This design comes from an exercise in tuning for small area, a short achievable clock period and few clock cycles on the open sky130 flow, not from production work. The RTL was checked by simulation tests, not by an equivalence proof against the original design. No activity file was given, so power comes from the tool's default toggle rates.

### design/flow/design.v
module decoder (
    input  logic [31:0] instruction,
    output logic [31:0] imm,        
    output logic [31:0] bj_imm,     
    output logic        is_lui,
    output logic        is_auipc,
    output logic        is_jal,
    output logic        is_jalr,
    output logic        is_branch,
    output logic        is_load,
    output logic        is_store,
    output logic        is_op,      
    output logic        is_opimm,   
    output logic        uses_rs1,
    output logic        uses_rs2,
    output logic        writes_rd
);
    logic [6:0] opcode;
    assign opcode    = instruction[6:0];
    assign is_lui    = (opcode == 7'b0110111);
    assign is_auipc  = (opcode == 7'b0010111);
    assign is_jal    = (opcode == 7'b1101111);
    assign is_jalr   = (opcode == 7'b1100111);
    assign is_branch = (opcode == 7'b1100011);
    assign is_load   = (opcode == 7'b0000011);
    assign is_store  = (opcode == 7'b0100011);
    assign is_op     = (opcode == 7'b0110011);
    assign is_opimm  = (opcode == 7'b0010011);
    assign uses_rs1  = ~(is_lui | is_auipc | is_jal);
    assign uses_rs2  = is_op | is_store | is_branch;
    assign writes_rd = (is_lui | is_auipc | is_jal | is_jalr | is_load | is_op | is_opimm)
                       && instruction[11:7] != 5'd0;
    always_comb begin
        if (is_store)
            imm = {{20{instruction[31]}}, instruction[31:25], instruction[11:7]};
        else if (is_lui | is_auipc)
            imm = {instruction[31:12], 12'b0};
        else
            imm = {{20{instruction[31]}}, instruction[31:20]};
        if (instruction[3])
            bj_imm = {{11{instruction[31]}}, instruction[31], instruction[19:12],
                      instruction[20], instruction[30:21], 1'b0};
        else
            bj_imm = {{19{instruction[31]}}, instruction[31], instruction[7],
                      instruction[30:25], instruction[11:8], 1'b0};
    end
endmodule
module ALU (
    input  logic [31:0] A,
    input  logic [31:0] B,
    input  logic [2:0]  funct3,
    input  logic        alt,
    output logic [31:0] Result,
    output logic        lt,        
    output logic        ltu        
);
    logic [32:0] sum;
    logic [31:0] shin, shr, shl;
    logic        left;
    assign sum = {1'b0, A} + {1'b0, alt ? ~B : B} + {32'd0, alt};
    assign ltu = ~sum[32];
    assign lt  = (A[31] ^ B[31]) ? A[31] : ltu;
    assign left = ~funct3[2];
    always_comb begin
        for (int i = 0; i < 32; i++) shin[i] = left ? A[31 - i] : A[i];
    end
    assign shr = 32'($signed({alt & funct3[2] & A[31], shin}) >>> B[4:0]);
    always_comb begin
        for (int i = 0; i < 32; i++) shl[i] = shr[31 - i];
    end
    always_comb begin
        case (funct3)
            3'b000: Result = sum[31:0];
            3'b001: Result = shl;
            3'b010: Result = {31'd0, lt};
            3'b011: Result = {31'd0, ltu};
            3'b100: Result = A ^ B;
            3'b101: Result = shr;
            3'b110: Result = A | B;
            default: Result = A & B;
        endcase
    end
endmodule
module registers (
    input  logic        clk,
    input  logic [4:0]  read_addr1,
    input  logic [4:0]  read_addr2,
    input  logic        write_enable,
    input  logic [4:0]  write_addr,
    input  logic [31:0] write_data,
    output logic [31:0] read_data1,
    output logic [31:0] read_data2
);
    logic [31:0] regs [1:31];
    always_ff @(posedge clk) begin
        if (write_enable && write_addr != 5'd0)
            regs[write_addr] <= write_data;
    end
    always_comb begin
        read_data1 = 32'd0;
        read_data2 = 32'd0;
        for (int i = 1; i < 32; i++) begin
            read_data1 = read_data1 | (regs[i] & {32{read_addr1 == 5'(i)}});
            read_data2 = read_data2 | (regs[i] & {32{read_addr2 == 5'(i)}});
        end
    end
endmodule
module compare (
    input  logic [31:0] A,
    input  logic [31:0] B,
    input  logic [2:0]  funct3,    
    input  logic        lt,
    input  logic        ltu,
    output logic        flag       
);
    logic eq;
    assign eq = (A == B);
    always_comb begin
        case (funct3[2:1])
            2'b00:   flag = eq;
            2'b10:   flag = lt;
            2'b11:   flag = ltu;
            default: flag = 1'b0;
        endcase
        flag = flag ^ funct3[0];
    end
endmodule
module top (
    input logic clk,
    input logic rst,               
    output logic i_req,
    output logic [31:0] i_addr,
    input logic i_ready,
    input logic [31:0] i_rdata,
    output logic d_req,
    output logic d_we,
    output logic [31:0] d_addr,
    output logic [3:0] d_wstrb,
    output logic [31:0] d_wdata,
    input logic d_ready,
    input logic [31:0] d_rdata
);
logic [31:2] pc_f;
logic        i_valid;
logic [31:2] pc_i;
logic        d_valid;
logic [31:2] pc_d;
logic [31:0] ir;
logic        e_valid;
logic [31:2] e_pc;
logic [31:0] e_a, e_b;
logic [11:0] e_imm;      
logic        e_useimm;   
logic [2:0]  e_f3, e_alu_f3;
logic        e_alt;
logic [4:0]  e_rd;
logic        e_wr, e_load, e_store, e_branch, e_jalr, e_link, e_pred;
logic        m_valid;
logic [31:2] m_pc;
logic [31:0] m_res, m_sdata;
logic [3:0]  m_wstrb;
logic [4:0]  m_rd;
logic        m_wr, m_load, m_store;
logic [2:0]  m_f3;
logic        w_valid;
logic [4:0]  w_rd;
logic [31:0] w_res;
logic        w_load;
logic [2:0]  w_f3;
logic [31:0] fi;
assign fi = i_rdata;
logic i_pred;
assign i_pred = (fi[6:0] == 7'b1101111) | ((fi[6:0] == 7'b1100011) & fi[31]);
logic [31:2] i_off, i_tgt;
assign i_off = fi[3] ? {{12{fi[31]}}, fi[19:12], fi[20], fi[30:22]}
                     : {{20{fi[31]}}, fi[7], fi[30:25], fi[11:9]};
assign i_tgt = pc_i + i_off;
logic [31:0] imm, bj_imm;
logic is_lui, is_auipc, is_jal, is_jalr, is_branch, is_load, is_store;
logic is_op, is_opimm, uses_rs1, uses_rs2, writes_rd;
decoder dec (
    .instruction(ir), .imm(imm), .bj_imm(bj_imm),
    .is_lui(is_lui), .is_auipc(is_auipc), .is_jal(is_jal), .is_jalr(is_jalr),
    .is_branch(is_branch), .is_load(is_load), .is_store(is_store),
    .is_op(is_op), .is_opimm(is_opimm), .uses_rs1(uses_rs1), .uses_rs2(uses_rs2),
    .writes_rd(writes_rd)
);
logic [4:0] rs1, rs2;
assign rs1 = ir[19:15];
assign rs2 = ir[24:20];
logic        w_we;
logic [31:0] w_data;
logic [31:0] rf1, rf2;
registers regfile (
    .clk(clk),
    .read_addr1(rs1), .read_addr2(rs2),
    .write_enable(w_we), .write_addr(w_rd), .write_data(w_data),
    .read_data1(rf1), .read_data2(rf2)
);
logic [31:0] e_result;
logic e_fwd, m_fwd;
assign e_fwd = e_valid & e_wr & ~e_load;
assign m_fwd = m_valid & m_wr & ~m_load;
logic [31:0] fw1, fw2;
always_comb begin
    if (e_fwd && e_rd == rs1)        fw1 = e_result;
    else if (m_fwd && m_rd == rs1)   fw1 = m_res;
    else if (w_we && w_rd == rs1)    fw1 = w_data;
    else                             fw1 = rf1;
    if (e_fwd && e_rd == rs2)        fw2 = e_result;
    else if (m_fwd && m_rd == rs2)   fw2 = m_res;
    else if (w_we && w_rd == rs2)    fw2 = w_data;
    else                             fw2 = rf2;
end
logic hazard;
assign hazard = (e_valid & e_load & e_wr &
                 ((uses_rs1 && e_rd == rs1) || (uses_rs2 && e_rd == rs2))) |
                (m_valid & m_load & m_wr &
                 ((uses_rs1 && m_rd == rs1) || (uses_rs2 && m_rd == rs2)));
logic useimm;    
assign useimm = is_opimm | is_load | is_store | is_jalr;
logic [31:0] op_a, op_b, alu_b;
assign op_a = e_a;
assign op_b = e_b;      
assign alu_b = e_useimm ? {{20{e_imm[11]}}, e_imm} : op_b;
logic lt, ltu, taken;
logic [31:0] alu_out;
ALU alu (.A(op_a), .B(alu_b), .funct3(e_alu_f3), .alt(e_alt),
         .Result(alu_out), .lt(lt), .ltu(ltu));
compare cmp (.A(op_a), .B(op_b), .funct3(e_f3), .lt(lt), .ltu(ltu), .flag(taken));
logic [31:2] e_tgt;    
assign e_tgt = e_pc + {{19{e_imm[11]}}, e_imm[11:1]};
assign e_result = e_link ? {pc_d, 2'b00} : alu_out;
logic e_redirect;
logic [31:2] e_target;
assign e_redirect = e_valid & (e_jalr | (e_branch & (taken ^ e_pred)));
assign e_target = e_jalr ? alu_out[31:2] : e_pred ? pc_d : e_tgt;
logic [3:0]  e_wstrb;
logic [31:0] e_wdata;
always_comb begin
    if (e_f3[1]) begin
        e_wstrb = 4'b1111;
        e_wdata = op_b;
    end
    else if (e_f3[0]) begin
        e_wstrb = alu_out[1] ? 4'b1100 : 4'b0011;
        e_wdata = {2{op_b[15:0]}};
    end
    else begin
        e_wstrb = 4'b0001 << alu_out[1:0];
        e_wdata = {4{op_b[7:0]}};
    end
end
logic m_wait;
assign m_wait = m_valid & (m_load | m_store) & ~d_ready;
assign d_req = m_valid & (m_load | m_store);
assign d_we = m_store;
assign d_addr = {m_res[31:2], 2'b00};
assign d_wstrb = m_wstrb;
assign d_wdata = m_sdata;
logic [7:0]  load_byte;
logic [15:0] load_half;
logic [31:0] load_data;
always_comb begin
    case (w_res[1:0])
        2'b00: load_byte = d_rdata[7:0];
        2'b01: load_byte = d_rdata[15:8];
        2'b10: load_byte = d_rdata[23:16];
        default: load_byte = d_rdata[31:24];
    endcase
    load_half = w_res[1] ? d_rdata[31:16] : d_rdata[15:0];
    if (w_f3[1])
        load_data = d_rdata;
    else if (w_f3[0])
        load_data = w_f3[2] ? {16'd0, load_half} : {{16{load_half[15]}}, load_half};
    else
        load_data = w_f3[2] ? {24'd0, load_byte} : {{24{load_byte[7]}}, load_byte};
end
assign w_we = w_valid;
assign w_data = w_load ? load_data : w_res;
logic d_replay, kill_i, i_go, i_take, d_go, fetch_ok;
assign fetch_ok = i_ready;
assign d_replay = d_valid & hazard;
assign kill_i = m_wait | e_redirect | d_replay;
assign i_go = i_valid & ~kill_i;
assign i_take = i_go & i_pred;    
assign d_go = d_valid & ~hazard & ~e_redirect & ~m_wait;
assign i_req = 1'b1;
assign i_addr = {pc_f, 2'b00};
always_ff @(posedge clk) begin
    if (rst) begin
        pc_f <= 30'd0;
        i_valid <= 1'b0;
        d_valid <= 1'b0;
        e_valid <= 1'b0;
        m_valid <= 1'b0;
        w_valid <= 1'b0;
    end
    else begin
        if (i_take)                  pc_f <= i_tgt;
        else if (m_wait)             pc_f <= m_pc;
        else if (e_redirect)         pc_f <= e_target;
        else if (d_replay)           pc_f <= pc_d;
        else if (fetch_ok)           pc_f <= pc_f + 30'd1;
        i_valid <= fetch_ok & ~kill_i & ~i_take;
        d_valid <= i_go;
        e_valid <= d_go;
        m_valid <= e_valid & ~m_wait;
        w_valid <= m_valid & m_wr & ~m_wait;
    end
end
always_ff @(posedge clk) begin
    pc_i <= pc_f;
    pc_d <= pc_i;
    ir <= fi;
    e_pc <= pc_d;
    e_a <= is_lui ? 32'd0 : is_auipc ? {pc_d, 2'b00} : fw1;
    e_b <= (is_lui | is_auipc) ? imm : fw2;
    e_imm <= is_store  ? {ir[31:25], ir[11:7]} :
             is_branch ? {ir[31], ir[7], ir[30:25], ir[11:8]} : ir[31:20];
    e_useimm <= useimm;
    e_f3 <= ir[14:12];
    e_alu_f3 <= (is_op | is_opimm) ? ir[14:12] : 3'd0;
    e_alt <= (ir[30] & (is_op | (is_opimm & ir[14:12] == 3'd5))) | is_branch |
             ((is_op | is_opimm) & ir[14:13] == 2'b01);
    e_rd <= ir[11:7];
    e_wr <= writes_rd;
    e_load <= is_load;
    e_store <= is_store;
    e_branch <= is_branch;
    e_jalr <= is_jalr;
    e_link <= is_jal | is_jalr;
    e_pred <= ir[31];
    m_pc <= e_pc;
    m_res <= e_result;
    m_sdata <= e_wdata;
    m_wstrb <= e_wstrb;
    m_rd <= e_rd;
    m_wr <= e_wr;
    m_load <= e_load;
    m_store <= e_store;
    m_f3 <= e_f3;
    w_rd <= m_rd;
    w_res <= m_res;
    w_load <= m_load;
    w_f3 <= m_f3;
end
endmodule
### design/flow/flow/run.sh
#!/bin/bash
# The standard layout (standard.sh), with repair_timing asked for a
# larger setup margin so that it keeps improving paths below the clock period.
# The make output (every tool's log) goes to flow_make.log here; ORFS's own
# per-step logs are under orfs/logs.
set -euo pipefail
bash standard.sh SETUP_SLACK_MARGIN=5.8 finish > flow_make.log 2>&1
### design/flow/standard.sh
#!/bin/bash
# synth_recipe.tcl (not shown) runs the flow's synth.tcl, then flattens the netlist and writes it again
# the make line also repeats each setting of config.mk as NAME=value (left out here)
make -C /OpenROAD-flow-scripts/flow DESIGN_CONFIG=/design/flow/config.mk WORK_HOME=/design/flow/orfs CLKGATE_MAP_FILE= SYNTH_SCRIPT=/design/flow/synth_recipe.tcl "${@:-finish}"
### design/flow/config.mk
export PLATFORM = sky130hd
export DESIGN_NAME = top
export DESIGN_NICKNAME = top
export VERILOG_FILES = /design/flow/design.v
export SDC_FILE = /design/flow/constraint.sdc
export NUM_CORES = 4
export LEC_CHECK = 0
export CAP_MARGIN = 20
export CORE_MARGIN = 2
export CORE_UTILIZATION = 35
export PLACE_DENSITY = 0.45
export SLEW_MARGIN = 20
### design/flow/constraint.sdc
create_clock -name core_clock -period 10.0 [get_ports {clk}]
set_input_delay 2.0000 -clock core_clock [delete_from_list [all_inputs] [get_ports {clk}]]
set_output_delay 2.0000 -clock core_clock [all_outputs]
set_load 0.01 [all_outputs]
==> flow_metrics.env, run 1 <==
export IMPL_outcome="timing/DRC/antenna clean"
export IMPL_drtIter0Drc=11000
export IMPL_nets=6626
export IMPL_cts_inserted_buffers=156
export IMPL_wl_per_cell_um=42.8
export IMPL_period_minus_slack_ns=4.49
export IMPL_io_pins=171
export IMPL_area_delta_synth_final_pct=21.0
export IMPL_hold_violations=0
export IMPL_maxCapViolCount=0
export IMPL_netlist_area_sq_um=67700
export IMPL_drc=0
export IMPL_r2r_cells=17
export IMPL_period_share_pct=44.9
export IMPL_grt_overflow=0
export IMPL_first_pass_iters=9
export IMPL_worst_path_largest_cell_delay_ns=0.58
export IMPL_seq_power_share_pct=42.9
export IMPL_cp_buffers_inverters=4
export IMPL_p_comb_share_pct=23.6
export IMPL_cp_end_kind="flop"
export IMPL_cts_max_level=4
export IMPL_drive_gt1_share_pct=17.2
export IMPL_start_kind="flop"
export IMPL_finalClockSkew_ns=0.0575
export IMPL_ys_flop_type="edfxtp_1"
export IMPL_synth_edf_count=992
export IMPL_initial_core_util_pct=35.2
export IMPL_ff2ff_setup_slack_ns=5.51
export IMPL_fp_dieW_um=444
export IMPL_dpl_worst_slack_ns=3.47
export IMPL_synth_avg_cell_area_sq_um=11.0
export IMPL_p_int_uw=11700
export IMPL_p_clk_share_pct=33.4
export IMPL_leakagePower_uw=0.0289
export IMPL_crit_chain="inv_1 > nor2_4 > a21oi_2 > fa_2 > nand2b_4 > a21o_4 > a211oi_4 > o21ai_2 > a2111o_1 > a311oi_4 > nor3_4 > buf_12 > buf_8 > and3_4 > buf_12 > a311oi_2 > a211oi_1"
export IMPL_hold_depth=0
export IMPL_die_area_sq_um=197000
export IMPL_grt_pass1_vias=58200
export IMPL_tns_ns=0
export IMPL_cp_arrival_ns=5.18
export IMPL_cp_max_fo=8
export IMPL_clock_path_buffers=3
export IMPL_path_delay_family="compound AO/OA/AOI/OAI gates"
export IMPL_hold_buffers=0
export IMPL_critical_path_class="flop to flop"
export IMPL_fin_ws_ns=5.51
export IMPL_yosysTopAreaCell="edfxtp_1"
export IMPL_sw_frac_of_total_pct=33.4
export IMPL_die_height_um=444
export IMPL_synth_area_leaders="edfxtp_1 44%, dfxtp_1 12%, a22oi_1 9.3%"
export IMPL_ir_drop_uv=190
export IMPL_tightest_slew_ns=1.22
export IMPL_yosysWarnings=5
export IMPL_antenna_found_initial=25
export IMPL_grt_max_degree=74
export IMPL_core_area_sq_um=192000
export IMPL_place_gp_congestion=0.947
export IMPL_post_dp_hpwl_mm=234
export IMPL_hold_class="flop to flop"
export IMPL_path_clk_slew_ns=0.06
export IMPL_root_buffer="clkbuf_16"
export IMPL_num_rows=161
export IMPL_totalWireLength_mm=387
export IMPL_synth_top_area_share_pct=44.0
export IMPL_async_reset_ff_share_pct=0
export IMPL_setup_violations=0
export IMPL_p_sw_uw=5860
export IMPL_rsz0062_at_grt="true"
export IMPL_portBuffers=165
export IMPL_cp_data_required_time_ns=10.69
export IMPL_yosysSeqAreaShare_pct=55.9
export IMPL_cts_tree="yes"
export IMPL_insertion_delay_ns=0.85
export IMPL_synth_distinct_cells=91
export IMPL_maxSlewHeadroom_pct=18.7
export IMPL_avgViaCountPerCell=6.84
export IMPL_clkSinkCount=1394
export IMPL_finalMaxSlewViolations=0
export IMPL_grt_usage_pct=38.1
export IMPL_p_per_area_nw_per_um2=214
export IMPL_critical_path_most_common_cell="buf_12"
export IMPL_fmax_ghz=0.223
export IMPL_cp_slowest_cell="dfxtp_1"
export IMPL_crit_cells=17
export IMPL_drtAntennaViolNets=0
export IMPL_grt_pass1_wl_mm=515
export IMPL_synth_seq_cells=1394
export IMPL_syn_inst=6149
export IMPL_dr_total_vias=62000
## cell type report
class                   instances  area (sq um)
well taps                    2526          3160
inverters                     158           668
fillers                     18100        111000
flip-flops and latches       1394         37900
multi-input cells            4157         30000
clock buffers                 205          4360
clock inverters                75           772
repair inverters               11          68.8
repair buffers                523          4930
diodes                         13          32.5
## flip-flops by register name (all words and copies together) (netlist names), 3 cells and up
register	cells
e_a	32
e_alu_f3	3
e_b	32
e_f3	3
e_imm	12
e_pc	30
e_rd	5
ir	32
m_f3	3
m_pc	30
m_rd	5
m_res	32
m_sdata	32
m_wstrb	4
pc_d	30
pc_f	30
pc_i	30
regfile.regs	992
w_f3	3
w_rd	5
w_res	32
## per-stage QoR
step / hold WS [ns] / util (%) / power (uW) / std cells / instance area (sq um)
global route: 0.347 / 42.5 / 17900 / 9050 / 81800
detailed placement: 0.314 / 38.1 / 11000 / 8601 / 73300
CTS: 0.333 / 42.1 / 17200 / 9021 / 81000
floorplan: 0.310 / - / 9260 / 6152 / 68000
finish: 0.332 / 42.6 / 17500 / 9062 / 81900
global placement: 0.313 / 38.1 / 11100 / 8601 / 73200
## cell families (layout without fill, tap and decap cells)
kind of cell               after synthesis  in the layout  synth area share [%]
DFF                                   1394           1394                  55.9
adders and majority gates              157            157                  2.94
AOI/OAI and AO/OA                     2012           2017                  21.1
muxes                                  185            185                  3.14
buffers and inverters                  609            972                  3.68
and+or+nand+nor                       1604           1607                  10.8
xor gates and xnor gates               186            186                  2.41
other                                    2             18                0.0111
## synth_stat cells, types with 12 or more instances
master	n
a2111oi_0	16
a211oi_1	88
a21o_1	50
a21oi_1	281
a221oi_1	51
a222oi_1	66
a22o_1	51
a22oi_1	838
a311oi_1	12
a31oi_1	37
and2_1	12
and3_1	37
buf_1	44
buf_2	27
buf_4	38
clkbuf_1	339
dfxtp_1	402
edfxtp_1	992
ha_1	154
inv_1	152
mux2_2	58
mux2i_1	110
mux4_2	13
nand2_1	586
nand2b_1	29
nand3_1	194
nand4_1	81
nor2_1	399
nor2b_1	29
nor3_1	103
nor4_1	57
o2111ai_1	15
o211ai_1	62
o21a_1	30
o21ai_0	228
o221ai_1	16
o22ai_1	26
o31ai_1	16
or3_1	17
xnor2_1	80
xor2_1	106
## power groups by stage
stage / clock (uW) / combinational, uW / sequential [uW]
final: 5860 / 4140 / 7530
after global routing: 6110 / 4290 / 7520
after CTS: 5870 / 3840 / 7500
after detailed placement: 0 / 3430 / 7620
after global placement: 0 / 3450 / 7630
after floorplan: 0 / 1940 / 7320
## cell usage in the layout (no fill, tap or decap), types with 72 or more instances in the layout
| master | Yosys | final |
|---|---|---|
| a211oi_1 | 88 | 72 |
| a21oi_1 | 281 | 234 |
| a22oi_1 | 838 | 837 |
| buf_4 | 38 | 290 |
| clkbuf_16 | 0 | 163 |
| clkdlybuf4s50_1 | 0 | 150 |
| dfxtp_1 | 402 | 379 |
| edfxtp_1 | 992 | 992 |
| ha_1 | 154 | 129 |
| inv_1 | 152 | 137 |
| mux2i_1 | 110 | 90 |
| nand2_1 | 586 | 579 |
| nand3_1 | 194 | 186 |
| nand4_1 | 81 | 81 |
| nor2_1 | 399 | 293 |
| nor2_4 | 0 | 97 |
| nor3_1 | 103 | 92 |
| o21ai_0 | 228 | 184 |
| xnor2_1 | 80 | 79 |
| xor2_1 | 106 | 105 |
## layer usage
metal	wire length (um)	track usage (%)	up-vias
met5	118	0	-
met4	33000	26.0	10
met3	46500	11.1	1441
met2	169000	58.4	5147
met1	139000	46.1	30900
li1	-	-	24400
## repair_timing
| item | 4_1_cts | 5_1_grt |
|---|---|---|
| endpoints found under the setup margin | 291 | 107 |
| buffers inserted | 114 | 27 |
| pin swaps | 79 | 50 |
| gates cloned | 26 | 1 |
| resized for setup | 348 | 123 |
## path summary, 6_finish.rpt
kind | from | to
min | m_f3[2] | w_f3[2]
max reg2reg | e_a[0] | pc_f[3]
max | e_a[0] | pc_f[3]
min reg2reg | m_f3[2] | w_f3[2]
Testbench counts, summed over its fixed seeds: cycles 48,607.
==> run 2, diff against run 1 <==
--- a/design/flow/design.v
+++ b/design/flow/design.v
@@ -110,10 +110,10 @@
     input  logic [31:0] B,
     input  logic [2:0]  funct3,    
-    input  logic        lt,
-    input  logic        ltu,
     output logic        flag       
 );
-    logic eq;
-    assign eq = (A == B);
+    logic eq, lt, ltu;
+    assign eq  = (A == B);
+    assign ltu = (A < B);
+    assign lt  = (A[31] ^ B[31]) ? A[31] : ltu;
     always_comb begin
         case (funct3[2:1])
@@ -142,9 +142,6 @@
 );
 logic [31:2] pc_f;
-logic        i_valid;
-logic [31:2] pc_i;
 logic        d_valid;
 logic [31:2] pc_d;
-logic [31:0] ir;
 logic        e_valid;
 logic [31:2] e_pc;
@@ -168,12 +165,12 @@
 logic        w_load;
 logic [2:0]  w_f3;
-logic [31:0] fi;
-assign fi = i_rdata;
-logic i_pred;
-assign i_pred = (fi[6:0] == 7'b1101111) | ((fi[6:0] == 7'b1100011) & fi[31]);
-logic [31:2] i_off, i_tgt;
-assign i_off = fi[3] ? {{12{fi[31]}}, fi[19:12], fi[20], fi[30:22]}
-                     : {{20{fi[31]}}, fi[7], fi[30:25], fi[11:9]};
-assign i_tgt = pc_i + i_off;
+logic [31:0] ir;
+assign ir = i_rdata;
+logic d_pred;
+assign d_pred = (ir[6:0] == 7'b1101111) | ((ir[6:0] == 7'b1100011) & ir[31]);
+logic [31:2] d_off, d_tgt;
+assign d_off = ir[3] ? {{12{ir[31]}}, ir[19:12], ir[20], ir[30:22]}
+                     : {{20{ir[31]}}, ir[7], ir[30:25], ir[11:9]};
+assign d_tgt = pc_d + d_off;
 logic [31:0] imm, bj_imm;
 logic is_lui, is_auipc, is_jal, is_jalr, is_branch, is_load, is_store;
@@ -228,5 +225,5 @@
 ALU alu (.A(op_a), .B(alu_b), .funct3(e_alu_f3), .alt(e_alt),
          .Result(alu_out), .lt(lt), .ltu(ltu));
-compare cmp (.A(op_a), .B(op_b), .funct3(e_f3), .lt(lt), .ltu(ltu), .flag(taken));
+compare cmp (.A(op_a), .B(op_b), .funct3(e_f3), .flag(taken));
 logic [31:2] e_tgt;    
 assign e_tgt = e_pc + {{19{e_imm[11]}}, e_imm[11:1]};
@@ -279,11 +276,9 @@
 assign w_we = w_valid;
 assign w_data = w_load ? load_data : w_res;
-logic d_replay, kill_i, i_go, i_take, d_go, fetch_ok;
+logic d_replay, d_take, d_go, fetch_ok;
 assign fetch_ok = i_ready;
 assign d_replay = d_valid & hazard;
-assign kill_i = m_wait | e_redirect | d_replay;
-assign i_go = i_valid & ~kill_i;
-assign i_take = i_go & i_pred;    
 assign d_go = d_valid & ~hazard & ~e_redirect & ~m_wait;
+assign d_take = d_go & d_pred;    
 assign i_req = 1'b1;
 assign i_addr = {pc_f, 2'b00};
@@ -291,5 +286,4 @@
     if (rst) begin
         pc_f <= 30'd0;
-        i_valid <= 1'b0;
         d_valid <= 1'b0;
         e_valid <= 1'b0;
@@ -298,11 +292,10 @@
     end
     else begin
-        if (i_take)                  pc_f <= i_tgt;
+        if (d_take)                  pc_f <= d_tgt;
         else if (m_wait)             pc_f <= m_pc;
         else if (e_redirect)         pc_f <= e_target;
         else if (d_replay)           pc_f <= pc_d;
         else if (fetch_ok)           pc_f <= pc_f + 30'd1;
-        i_valid <= fetch_ok & ~kill_i & ~i_take;
-        d_valid <= i_go;
+        d_valid <= fetch_ok & ~m_wait & ~e_redirect & ~d_replay & ~d_take;
         e_valid <= d_go;
         m_valid <= e_valid & ~m_wait;
@@ -311,7 +304,5 @@
 end
 always_ff @(posedge clk) begin
-    pc_i <= pc_f;
-    pc_d <= pc_i;
-    ir <= fi;
+    pc_d <= pc_f;
     e_pc <= pc_d;
     e_a <= is_lui ? 32'd0 : is_auipc ? {pc_d, 2'b00} : fw1;
@@ -322,5 +313,5 @@
     e_f3 <= ir[14:12];
     e_alu_f3 <= (is_op | is_opimm) ? ir[14:12] : 3'd0;
-    e_alt <= (ir[30] & (is_op | (is_opimm & ir[14:12] == 3'd5))) | is_branch |
+    e_alt <= (ir[30] & (is_op | (is_opimm & ir[14:12] == 3'd5))) |
              ((is_op | is_opimm) & ir[14:13] == 2'b01);
     e_rd <= ir[11:7];
==> design/flow/flow/run.sh (replaced) <==
#!/bin/bash
# The standard layout (standard.sh), with repair_timing asked for a
# larger setup margin so that it keeps improving paths below the clock period,
# and the ports buffered with buf_2 rather than the delay buffer the resizer
# picks by default. The make output (every tool's log) goes to flow_make.log
# here; ORFS's own per-step logs are under orfs/logs.
set -euo pipefail
bash standard.sh SETUP_SLACK_MARGIN=6.0 "BUFFER_PORTS_ARGS=-buffer_cell sky130_fd_sc_hd__buf_2" finish > flow_make.log 2>&1
--- a/design/flow/config.mk
+++ b/design/flow/config.mk
@@ -9,4 +9,5 @@
 export CORE_MARGIN = 2
 export CORE_UTILIZATION = 35
+export CTS_BUF_LIST = sky130_fd_sc_hd__clkbuf_8
 export PLACE_DENSITY = 0.45
 export SLEW_MARGIN = 20
==> run 2 against run 1 <==
Clock skew increased by 0.024 ns; critical path depth decreased by 5; clock-buffer cell count increased by 38; sequential power decreased by 4.9%; worst setup slack improved by 0.43 ns; power decreased by 8.6%; sequential share of layout area decreased by 0.23 points; die area decreased by 1.2%; area after synthesis decreased by 1.2%; largest cell class unchanged; largest power group unchanged; highest routed layer unchanged.
==> flow_metrics.env, run 2 <==
export IMPL_async_reset_ff_share_pct=0
export IMPL_syn_inst=6159
export IMPL_p_per_area_nw_per_um2=201
export IMPL_cts_max_level=4
export IMPL_clock_path_buffers=3
export IMPL_cts_tree="yes"
export IMPL_tightest_slew_ns=1.22
export IMPL_num_rows=160
export IMPL_cp_max_fo=35
export IMPL_dpl_cell_area_sq_um=71600
export IMPL_place_gp_congestion=0.964
export IMPL_start_kind="input port"
export IMPL_synth_avg_cell_area_sq_um=10.9
export IMPL_ff2ff_setup_slack_ns=5.97
export IMPL_drtIter0Drc=11400
export IMPL_final_cell_area_sq_um=79600
export IMPL_leakagePower_uw=0.0291
export IMPL_path_clk_slew_ns=0.06
export IMPL_netlist_area_sq_um=66800
export IMPL_synth_most_common_cell="edfxtp_1"
export IMPL_outcome="timing/DRC/antenna clean"
export IMPL_finalClockSkew_ns=0.0816
export IMPL_cp_end_kind="flop"
export IMPL_rr_endpoint="e_b[16]"
export IMPL_cts_inserted_buffers=227
export IMPL_wl_per_cell_um=41.6
export IMPL_synth_top_area_share_pct=44.6
export IMPL_r2r_start="e_useimm"
export IMPL_totalWireLength_mm=382
export IMPL_grt_usage_pct=37.9
export IMPL_cp_data_required_time_ns=10.91
export IMPL_insertion_delay_ns=1.07
export IMPL_ir_drop_uv=129
export IMPL_fillers=18300
export IMPL_synth_edf_count=992
export IMPL_grt_pass1_vias=58700
export IMPL_synth_area_leaders="edfxtp_1 45%, dfxtp_1 10%, a22oi_1 9.6%"
export IMPL_core_area_sq_um=190000
export IMPL_yosysSeqAreaShare_pct=54.7
export IMPL_drc=0
export IMPL_path_delay_family="buffers and inverters"
export IMPL_crit_chain="buf_6 > xor2_1 > nor4_2 > nand3_4 > buf_6 > buf_6 > nand3_1 > nor4_1 > nand3_1 > o211ai_1 > a21oi_1 > a32o_1"
export IMPL_synth_seq_cells=1331
export IMPL_yosysTopAreaCell="edfxtp_1"
export IMPL_worst_path_largest_cell_delay_ns=0.44
export IMPL_synthTopCellsByCount="992 x edfxtp_1, 858 x a22oi_1, 638 x nand2_1"
export IMPL_most_common_layout_cells="992 x edfxtp_1, 848 x a22oi_1, 631 x nand2_1"
export IMPL_rsz0062_at_grt="true"
export IMPL_setup_violations=0
export IMPL_holdCritStartpoint="e_store"
export IMPL_root_buffer="clkbuf_8"
export IMPL_tns_ns=0
export IMPL_period_share_pct=40.6
export IMPL_period_minus_slack_ns=4.06
export IMPL_fp_dieW_um=441
export IMPL_r2r_cells=13
export IMPL_drtAntennaViolNets=0
export IMPL_nets=6714
export IMPL_avgViaCountPerCell=6.78
export IMPL_final_common_cell="edfxtp_1"
export IMPL_synth_distinct_cells=93
export IMPL_cp_arrival_ns=4.96
export IMPL_dr_total_vias=62200
export IMPL_hold_class="flop to flop"
export IMPL_cp_slowest_cell="buf_6"
export IMPL_initial_core_util_pct=35.2
export IMPL_yosysWarnings=5
export IMPL_critical_path_class="input port to flop"
export IMPL_cp_buffers_inverters=3
export IMPL_grt_max_degree=71
export IMPL_hold_depth=0
export IMPL_maxSlewHeadroom_pct=18.9
export IMPL_die_area_sq_um=194000
export IMPL_grt_overflow=0
export IMPL_ys_flop_type="edfxtp_1"
export IMPL_area_delta_synth_final_pct=19.1
export IMPL_finalMaxSlewViolations=0
export IMPL_hold_violations=0
export IMPL_whs_endpoint="m_store"
export IMPL_antenna_found_initial=20
export IMPL_first_pass_iters=9
export IMPL_post_dp_hpwl_mm=231
export IMPL_portBuffers=165
export IMPL_io_pins=171
export IMPL_largest_reg_flops=992
export IMPL_grt_pass1_wl_mm=504
export IMPL_maxCapViolCount=0
export IMPL_drive_gt1_share_pct=20.2
export IMPL_critical_path_most_common_cell="buf_6"
export IMPL_die_height_um=441
export IMPL_fmax_ghz=0.246
export IMPL_regMostFlops="regfile.regs"
export IMPL_clkSinkCount=1331
[run 2: cell types whose count changed after synthesis, sizes merged, moves of 21 or more]
cell	previous run	this run
and2	13	46
dfxtp	402	339
ha	154	186
xor2	106	65
o22ai	26	49
mux2	58	23
nand2	586	638
clkbuf	339	360
a211oi	91	50
and3	37	61
nor2	400	348
[run 2: what timing repair did]
item / 4_1_cts / 5_1_grt
pin swaps: 44 / 50
buffers inserted: 88 / 45
hold buffers: 0 / 0
gates cloned: 7 / 4
hold endpoints to repair: 0 / 0
resized for setup: 270 / 243
endpoints found under the setup margin: 129 / 99
[run 2: metal layers]
layer | share of wire [%] | up-vias | track usage [%]
met3 | 12 | 1518 | 11.7
met2 | 43 | 5339 | 57.2
li1 | - | 24600 | -
met4 | 8.5 | 20 | 26.4
met1 | 36 | 30700 | 46.0
met5 | 0.035 | - | 0
[run 2: final cells by class]
cell class | count | area (sq um) | area share, %
Antenna cell | 12 | 30.0 | 0.0377
Inverter | 170 | 673 | 0.846
Tap cell | 2511 | 3140 | 3.95
Sequential cell | 1331 | 36600 | 46.0
Clock buffer | 243 | 3340 | 4.20
Multi-Input combinational cell | 4200 | 30300 | 38.1
Timing Repair inverter | 2 | 12.5 | 0.0157
Timing Repair Buffer | 525 | 4310 | 5.42
Clock inverter | 175 | 1080 | 1.36
[run 2: how the worst max path moves through the flow]
| stage | startpoint | cells past startpoint | to | slack (ns) |
|---|---|---|---|---|
| 6_report | i_rdata[15] | 12 | e_a[23] | 5.94 |
| 4_1_cts | e_b[1] | 12 | pc_f[17] | 5.96 |
| 3_3_place_gp | i_rdata[16] | 11 | pc_f[13] | 4.10 |
| 3_5_place_dp | i_rdata[3] | 10 | pc_f[13] | 4.08 |
| 5_1_grt | e_useimm | 14 | e_b[6] | 5.95 |
| 2_1_floorplan | i_rdata[22] | 16 | pc_f[30] | 5.24 |
[run 2: metrics by stage]
stage | util, % | hold WS, ns | setup slack (ns) | total power [uW] | cells
finish | 41.9 | 0.326 | 5.94 | 16000 | 9169
global route | 41.9 | 0.339 | 5.95 | 16400 | 9163
CTS | 41.1 | 0.328 | 5.96 | 15700 | 9105
detailed placement | 37.7 | 0.314 | 4.08 | 10700 | 8592
global placement | 37.7 | 0.311 | 4.10 | 10700 | 8592
floorplan | - | 0.310 | 5.24 | 8930 | 6162
[run 2: cell families after synthesis]
group | Yosys count | synth area share [%]
simple gates | 1677 | 11.6
flops | 1331 | 54.7
fa+ha+maj | 189 | 3.57
compound gates | 2000 | 21.2
mux | 163 | 2.96
other cells | 2 | 0.0112
buf+inv | 636 | 3.83
xor+xnor | 161 | 2.11
[run 2: power breakdown]
part / total, uW / switching [uW] / internal (uW) / leakage, uW
logic: 3920 / 2720 / 1190 / 0.0148
registers: 7160 / 400 / 6760 / 0.0117
clock network: 4940 / 2470 / 2470 / 0.00253
Testbench counts of run 2, summed over its fixed seeds: cycles 45,714.
==> run 3, diff against run 2 <==
==> design/flow/flow/run.sh (replaced) <==
#!/bin/bash
# The standard layout (standard.sh) with three changes to how it is made:
#  - repair_timing is asked for a larger setup margin, so that it keeps
#    improving paths below the clock period;
#  - the ports are buffered with buf_2 rather than the delay buffer the
#    resizer picks by default;
#  - the clock tree is built from clkbuf_8 with sink clusters of up to 12
#    flip-flops and without dummy loads.
# The make output (every tool's log) goes to flow_make.log here; ORFS's own
# per-step logs are under orfs/logs.
set -euo pipefail
bash standard.sh SETUP_SLACK_MARGIN=6.0 \
  "BUFFER_PORTS_ARGS=-buffer_cell sky130_fd_sc_hd__buf_2" \
  "CTS_ARGS=-sink_clustering_enable -repair_clock_nets -buf_list sky130_fd_sc_hd__clkbuf_8 -sink_clustering_size 12 -sink_clustering_max_diameter 70 -dont_use_dummy_load" \
  finish > flow_make.log 2>&1
--- a/design/flow/config.mk
+++ b/design/flow/config.mk
@@ -9,5 +9,4 @@
 export CORE_MARGIN = 2
 export CORE_UTILIZATION = 35
-export CTS_BUF_LIST = sky130_fd_sc_hd__clkbuf_8
 export PLACE_DENSITY = 0.45
 export SLEW_MARGIN = 20
==> run 3 against run 2 <==
Largest cell class unchanged; sequential share of layout area increased by 1.3 points; design area decreased by 2.7%; clock skew increased by 0.055 ns; utilization decreased by 1.1 points; critical path depth unchanged; routed wire length decreased by 0.35%; area after synthesis unchanged; synthesized cell count unchanged.
==> flow_metrics.env, run 3 <==
export IMPL_drtAntennaViolNets=0
export IMPL_cp_data_required_time_ns=10.78
export IMPL_async_reset_ff_share_pct=0
export IMPL_grt_usage_pct=37.7
export IMPL_period_minus_slack_ns=4.20
export IMPL_cp_max_fo=25
export IMPL_worst_path_largest_cell_delay_ns=0.55
export IMPL_crit_chain="buf_6 > nor3_2 > and2_4 > buf_8 > a222oi_1 > nand3_1 > nor2_1 > nand3_1 > o21ai_0 > o21ai_0 > o21ai_0 > a21oi_1"
export IMPL_nets=6635
export IMPL_num_rows=160
export IMPL_wl_per_cell_um=42.7
export IMPL_tns_ns=0
export IMPL_synth_top_area_share_pct=44.6
export IMPL_hold_violations=0
export IMPL_clock_path_buffers=3
export IMPL_outcome="timing/DRC/antenna clean"
export IMPL_regMostFlops="regfile.regs"
export IMPL_hold_class="flop to flop"
export IMPL_critical_path_class="input port to flop"
export IMPL_clkSinkCount=1331
export IMPL_period_share_pct=42.0
export IMPL_drive_gt1_share_pct=19.1
export IMPL_cts_inserted_buffers=136
export IMPL_synth_seq_cells=1331
export IMPL_p_int_uw=9160
export IMPL_drc=0
export IMPL_p_sw_uw=5070
export IMPL_p_comb_share_pct=27.6
export IMPL_die_height_um=441
export IMPL_maxCapViolCount=0
export IMPL_grt_pass1_wl_mm=501
export IMPL_maxSlewHeadroom_pct=19.2
export IMPL_critical_path_most_common_cell="o21ai_0"
export IMPL_rr_endpoint="e_b[16]"
export IMPL_fp_dieW_um=441
export IMPL_final_common_cell="edfxtp_1"
export IMPL_synth_edf_count=992
export IMPL_place_inst=8592
export IMPL_holdCritStartpoint="e_store"
export IMPL_avgViaCountPerCell=6.93
export IMPL_crit_cells=12
export IMPL_yosysTopAreaCell="edfxtp_1"
export IMPL_die_area_sq_um=194000
export IMPL_p_clk_share_pct=22.2
export IMPL_r2r_start="e_useimm"
export IMPL_largest_reg_flops=992
export IMPL_hold_depth=0
export IMPL_cp_arrival_ns=4.98
export IMPL_yosysSeqAreaShare_pct=54.7
export IMPL_synthTopCellsByCount="992 x edfxtp_1, 858 x a22oi_1, 638 x nand2_1"
export IMPL_place_gp_congestion=0.964
export IMPL_start_kind="input port"
export IMPL_syn_inst=6159
export IMPL_synth_most_common_cell="edfxtp_1"
export IMPL_initial_core_util_pct=35.2
export IMPL_p_per_area_nw_per_um2=184
export IMPL_drtIter0Drc=11800
export IMPL_most_common_layout_cells="992 x edfxtp_1, 848 x a22oi_1, 629 x nand2_1"
export IMPL_synth_area_leaders="edfxtp_1 45%, dfxtp_1 10%, a22oi_1 9.6%"
export IMPL_synth_distinct_cells=93
export IMPL_layoutNonFillerInstCount=8900
export IMPL_fillers=18300
export IMPL_root_buffer="clkbuf_8"
export IMPL_sw_frac_of_total_pct=35.6
export IMPL_path_delay_family="simple AND/OR/NAND/NOR gates"
export IMPL_yosysWarnings=5
export IMPL_tightest_slew_ns=1.21
export IMPL_grt_overflow=0
export IMPL_cts_max_level=4
export IMPL_hold_buffers=0
export IMPL_seq_power_share_pct=50.2
export IMPL_setup_violations=0
export IMPL_dr_total_vias=61600
export IMPL_cts_tree="yes"
export IMPL_insertion_delay_ns=0.97
export IMPL_grt_pass1_vias=57700
export IMPL_synth_avg_cell_area_sq_um=10.9
export IMPL_totalWireLength_mm=380
export IMPL_first_pass_iters=10
export IMPL_portBuffers=165
export IMPL_ys_flop_type="edfxtp_1"
export IMPL_ff2ff_setup_slack_ns=5.94
export IMPL_cp_buffers_inverters=2
export IMPL_r2r_cells=13
export IMPL_path_clk_slew_ns=0.08
export IMPL_finalClockSkew_ns=0.137
export IMPL_cp_end_kind="flop"
export IMPL_finalMaxSlewViolations=0
export IMPL_fin_hold_ws_ns=0.329
export IMPL_area_delta_synth_final_pct=15.8
export IMPL_io_pins=171
export IMPL_netlist_area_sq_um=66800
export IMPL_leakagePower_uw=0.0277
export IMPL_ir_drop_uv=96.9
export IMPL_whs_endpoint="m_store"
export IMPL_fmax_ghz=0.238
export IMPL_antenna_found_initial=25
export IMPL_grt_max_degree=71
export IMPL_cp_slowest_cell="nor3_2"
export IMPL_post_dp_hpwl_mm=231
export IMPL_core_area_sq_um=190000
export IMPL_rsz0062_at_grt="true"
-- run 3: cell counts after synthesis --
Identical to the previous run, type by type.
-- run 3: kinds of logic after synthesis --
| group | share of synthesized area [%] |
|---|---|
| DFF | 54.7 |
| muxes | 2.96 |
| and+or+nand+nor | 11.6 |
| adders and majority gates | 3.57 |
| buffers and inverters | 3.83 |
| xor gates and xnor gates | 2.11 |
| other | 0.0112 |
| AOI/OAI and AO/OA | 21.2 |
-- run 3: worst max path at each step --
stage / startpoint / end / slack [ns]
6_report: i_rdata[23] / e_b[3] / 5.80
5_1_grt: i_rdata[17] / e_a[25] / 5.91
4_1_cts: e_useimm / pc_f[28] / 5.95
3_5_place_dp: i_rdata[3] / pc_f[13] / 4.08
3_3_place_gp: i_rdata[16] / pc_f[13] / 4.10
2_1_floorplan: i_rdata[22] / pc_f[30] / 5.24
-- run 3: stage by stage --
stage          util (%)  power [uW]  setup WS [ns]  cell area, sq um
6_report           40.8       14200           5.80             77400
5_1_grt            40.7       14600           5.91             77400
4_1_cts            39.9       13900           5.95             75700
3_3_place_gp       37.7       10700           4.10             71600
3_5_place_dp       37.7       10700           4.08             71600
2_1_floorplan         -        8930           5.24             67900
-- run 3: area by class of cell --
| type | count | area [sq um] | share of cell area (%) |
|---|---|---|---|
| Inverter | 170 | 671 | 0.866 |
| Tap cell | 2511 | 3140 | 4.06 |
| Clock buffer | 136 | 1870 | 2.42 |
| Antenna cell | 13 | 32.5 | 0.0420 |
| Timing Repair Buffer | 537 | 4530 | 5.85 |
| Sequential cell | 1331 | 36600 | 47.3 |
| Timing Repair inverter | 3 | 30.0 | 0.0388 |
| Multi-Input combinational cell | 4199 | 30500 | 39.4 |
-- run 3: layer usage --
layer	track usage (%)	vias up	wire, um
met5	0.174	-	91
met4	25.8	12	32800
met3	11.3	1555	46400
met2	57.5	5235	165000
met1	45.7	30600	136000
li1	-	24300	-
-- run 3: power groups by stage --
| stage | clock, uW | combinational (uW) | sequential (uW) |
|---|---|---|---|
| 3_3_place_gp | 0 | 3420 | 7250 |
| 6_report | 3160 | 3930 | 7150 |
| 2_1_floorplan | 0 | 1910 | 7020 |
| 4_1_cts | 3190 | 3610 | 7130 |
| 5_1_grt | 3360 | 4080 | 7150 |
| 3_5_place_dp | 0 | 3420 | 7250 |
-- run 3: repair_timing --
item                                    4_1_cts  5_1_grt
gates resized for setup                     325      259
endpoints found under the setup margin      129       99
gates cloned                                  8        4
pin swaps                                    57       77
setup buffers                                91       54

[afterwards: timing with drivers on the ports]
The flow's constraints put no driver on any port. The routed layouts listed below were extracted and timed again, unchanged, in two steps. Step 1 sets driving cells, clkbuf_16 on the clock port and buf_2 on the other inputs (assumed; they add their load-dependent delay and slew). Step 2 times the ports against the registers' clock, not the clock port: input delays grow and output delays shrink by t, the midpoint of the rising clock arrivals with the driver on. Three values: no drivers, after step 1, after step 2; two values: the first two.
run	t, ns	setup slack, ns	worst data-port slew with drivers (ns)
run 1	0.910	5.513 / 5.513 / 4.787	0.06
run 2	1.107	5.942 / 5.970 / 4.863	0.09
run 3	0.983	5.799 / 5.850 / 4.867	0.08
After both steps setup and hold are still met in every run listed. The setup slack of run 2, which loses most, moves by +0.028 ns with the drivers and by -1.079 ns with both steps.
